Source: an optimization exercise on an open RTL-to-GDS flow (aim: small area and a short achievable clock period). Production flows keep margins and buffers that such runs may drop.
Only simulation tests tie the RTL to the original design; equivalence was not proved.

Design ParallelFIR, start of the top module:
module ParallelFIR(input wire clk,
                   input wire signed [7:0] x,
                   output reg signed [17:0] y);
  reg [7:0] x1, x2, x3, x4, x5, x6, x7, x8, x9, x10, x11, x12, x13, x14, x15, x16, x17;
  reg p4_0_0, p4_1_0, p4_1_1, p4_2_0, p4_2_1, p4_3_0, p4_3_1, p4_4_0, p4_4_1, p4_5_0, p4_5_1, p4_6_0, p4_6_1, p4_7_0, p4_7_1, p4_8_0, p4_8_1, p4_9_0, p4_9_1, p4_10_0, p4_10_1, p4_11_0, p4_11_1, p4_12_0, p3_0_0, p3_0_1, p3_1_0, p3_1_1, p3_2_0, p3_2_1, p3_3_0, p3_3_1, p3_4_0, p3_4_1, p3_5_0, p3_5_1, p3_6_0, p3_6_1, p3_7_0, p3_7_1, p3_8_0, p3_8_1, p3_9_0, p3_9_1, p3_10_0, p3_10_1, p3_11_0, p3_11_1, p3_12_0, p3_12_1, p3_13_0, p3_13_1, p3_14_0, p3_14_1, p2_0_0, p2_0_1, p2_1_0, p2_1_1, p2_2_0, p2_2_1, p2_3_0, p2_3_1, p2_4_0, p2_4_1, p2_5_0, p2_5_1, p2_6_0, p2_6_1, p2_7_0, p2_7_1, p2_8_0, p2_8_1, p2_9_0, p2_9_1, p2_10_0, p2_10_1, p2_11_0, p2_11_1, p2_12_0, p2_12_1, p2_13_0, p2_13_1, p2_14_0, p2_14_1, p2_15_0, p2_15_1, p2_16_0, p1_0_0, p1_0_1, p1_1_0, p1_1_1, p1_2_0, p1_2_1, p1_3_0, p1_3_1, p1_4_0, p1_4_1, p1_5_0, p1_5_1, p1_6_0, p1_6_1, p1_7_0, p1_7_1, p1_8_0, p1_8_1, p1_9_0, p1_9_1, p1_10_0, p1_10_1, p1_11_0, p1_11_1, p1_12_0, p1_12_1, p1_13_0, p1_13_1, p1_14_0, p1_14_1, p1_15_0, p1_15_1, p1_16_0, p1_16_1;
  wire [7:0] xo = {~x[7], x[6:0]};
  wire s1, c1;
  FullAdd u1 (.a(x12[2]), .b(x12[1]), .c(x15[3]), .s(s1), .co(c1));
  wire s2, c2;
  FullAdd u2 (.a(x12[3]), .b(x12[2]), .c(x12[0]), .s(s2), .co(c2));
  wire s3, c3;
  FullAdd u3 (.a(x13[1]), .b(x14[3]), .c(x14[1]), .s(s3), .co(c3));
  wire s4, c4;
  FullAdd u4 (.a(x12[4]), .b(x12[3]), .c(x12[1]), .s(s4), .co(c4));
  wire s5, c5;
  FullAdd u5 (.a(x13[2]), .b(x14[4]), .c(x14[2]), .s(s5), .co(c5));
  wire s6 = x15[5] ^ x16[4];
  wire c6 = x15[5] & x16[4];
  wire s7, c7;
  FullAdd u7 (.a(x12[5]), .b(x12[4]), .c(x12[2]), .s(s7), .co(c7));
  wire s8, c8;
  FullAdd u8 (.a(x13[3]), .b(x14[5]), .c(x14[3]), .s(s8), .co(c8));
  wire n9 = ~x17[5];
  wire s10, c10;
  FullAdd u10 (.a(x15[6]), .b(x16[5]), .c(n9), .s(s10), .co(c10));
  wire s11, c11;
  FullAdd u11 (.a(x12[6]), .b(x12[5]), .c(x12[3]), .s(s11), .co(c11));
  wire s12, c12;
  FullAdd u12 (.a(x13[4]), .b(x14[6]), .c(x14[4]), .s(s12), .co(c12));
  wire n13 = ~x17[6];
  wire s14, c14;
  ...
Size in the first run: about 270 flip-flops, about 27 I/O pins.
==> flow/config.mk <==
export PLATFORM = sky130hd
export DESIGN_NAME = ParallelFIR
export DESIGN_NICKNAME = ParallelFIR
export VERILOG_FILES = /design/flow/design.v
export SDC_FILE = /design/flow/constraint.sdc
export NUM_CORES = 4
export LEC_CHECK = 0
export CAP_MARGIN = 20
export CORE_MARGIN = 2
export CORE_UTILIZATION = 50
export SLEW_MARGIN = 20
export SYNTH_HIERARCHICAL = 1
export SYNTH_MINIMUM_KEEP_SIZE = 0
==> flow/constraint.sdc <==
create_clock -name core_clock -period 11.0 [get_ports {clk}]
set_input_delay 2.2000 -clock core_clock [delete_from_list [all_inputs] [get_ports {clk}]]
set_output_delay 2.2000 -clock core_clock [all_outputs]
set_load 0.01 [all_outputs]
standard.sh (not shown) runs the stock make flow with config.mk's settings and CLKGATE_MAP_FILE= SYNTH_SCRIPT=/design/flow/synth_recipe.tcl, a recipe that flattens the netlist after the stock synthesis.
==> flow/flow/run.sh <==
#!/bin/bash
# The standard layout with three changes to how it is made (the SDC and
# its clock period are unchanged): repair_timing keeps extra setup margin, so
# that it sizes the design for a shorter achieved period; the clock tree uses
# larger clusters and no dummy loads; the port buffers are buf_2 cells.
# Each tool's output is in the ORFS logs; make's output is in standard.log.
set -e
export SETUP_SLACK_MARGIN=7.7
export CTS_ARGS="-sink_clustering_enable -repair_clock_nets -dont_use_dummy_load -buf_list sky130_fd_sc_hd__clkbuf_16 -sink_clustering_size 30 -sink_clustering_max_diameter 200"
export BUFFER_PORTS_ARGS="-buffer_cell sky130_fd_sc_hd__buf_2"
bash standard.sh > standard.log 2>&1
The baseline finished clean.
Next try:
==> flow/flow/run.sh (replaced) <==
#!/bin/bash
# The standard layout, with repair_timing asked to keep extra setup margin
# (the SDC and its clock period are unchanged) so that it sizes the design for
# a shorter achieved period, and a smaller clock tree without dummy loads.
# Each tool's output is in the ORFS logs; make's output is in standard.log.
set -e
export SETUP_SLACK_MARGIN=7.7
export CTS_ARGS="-sink_clustering_enable -repair_clock_nets -dont_use_dummy_load -buf_list sky130_fd_sc_hd__clkbuf_16 -sink_clustering_size 30 -sink_clustering_max_diameter 200"
bash standard.sh > standard.log 2>&1
What happened:
- The new run finished with timing, DRC and antenna clean
- via count went up by 1.7%
- global-route usage went up by 0.47 points
- flip-flop and latch count is unchanged
- worst setup slack gets worse by 0.089 ns
- critical path depth went down by 4
- sequential share of layout area went down by 0.33 points
- register-to-register slack is about the same
- routed wire length went up by 0.94%
Next try:
==> flow/flow/run.sh (replaced) <==
#!/bin/bash
# The standard layout with three changes to how it is made (the SDC and
# its clock period are unchanged): repair_timing keeps extra setup margin, so
# that it sizes the design for a shorter achieved period; the clock tree uses
# larger clusters and no dummy loads; the port buffers are buf_2 cells.
# Each tool's output is in the ORFS logs; make's output is in standard.log.
set -e
export SETUP_SLACK_MARGIN=8.0
export CTS_ARGS="-sink_clustering_enable -repair_clock_nets -dont_use_dummy_load -buf_list sky130_fd_sc_hd__clkbuf_16 -sink_clustering_size 30 -sink_clustering_max_diameter 200"
export BUFFER_PORTS_ARGS="-buffer_cell sky130_fd_sc_hd__buf_2"
bash standard.sh > standard.log 2>&1
Outcome: The changed run finished with timing, DRC and antenna clean. Routed wire length fell by 0.90%. Clock skew fell by 0.020 ns. Final cell count rose by 0.54%. Final area barely changes. Clock-buffer cell count is unchanged. Worst setup slack improved by 0.12 ns. Global-route usage fell by 0.47 points.
Next try:
--- a/flow/flow/run.sh
+++ b/flow/flow/run.sh
@@ -6,5 +6,5 @@
 # Each tool's output is in the ORFS logs; make's output is in standard.log.
 set -e
-export SETUP_SLACK_MARGIN=8.0
+export SETUP_SLACK_MARGIN=7.7
 export CTS_ARGS="-sink_clustering_enable -repair_clock_nets -dont_use_dummy_load -buf_list sky130_fd_sc_hd__clkbuf_16 -sink_clustering_size 30 -sink_clustering_max_diameter 200"
 export BUFFER_PORTS_ARGS="-buffer_cell sky130_fd_sc_hd__buf_2"
CORE_UTILIZATION = 65   (was 50)
After rerunning: The changed run ran to the end with no violations; via count came out higher by 2.5%; non-clock buffer count came out lower by 7; die area came out lower by 23%; synthesized cell count does not change; count of clock-buffer cells in the layout does not change; global-route usage came out higher by 5.9 points; final area came out lower by 1.7%.

## re-timing with driven ports
The flow's constraints put no driver on any port. The routed layouts listed below were extracted and timed again, unchanged, in two steps. Step 1: set_driving_cell puts a clkbuf_16 on clk and a buf_2 on each other input, an assumption about the parent block. Step 2 also shifts input and output timing later by t, the mid clock arrival at the registers, as if the neighbouring blocks saw the same clock. Three values: no drivers, after step 1, after step 2; two values: the first two.
| run | t (ns) | slack for setup (ns) | hold slack, ns | slew at the worst register clock pin (ns) |
|---|---|---|---|---|
| the first run | 0.528 | 7.848 / 7.827 / 7.848 | 0.339 / 0.339 / 0.339 | 0.11 / 0.11 |
| the second run | 0.526 | 7.759 / 7.710 / 7.845 | 0.340 / 0.340 / 0.340 | 0.12 / 0.12 |
| the third run | 0.528 | 7.874 / 7.827 / 8.053 | 0.340 / 0.340 / 0.340 | 0.11 / 0.11 |
| the fourth run | 0.519 | 7.804 / 7.804 / 7.804 | 0.338 / 0.338 / 0.338 | 0.12 / 0.12 |
After both steps every run listed still meets setup and hold.
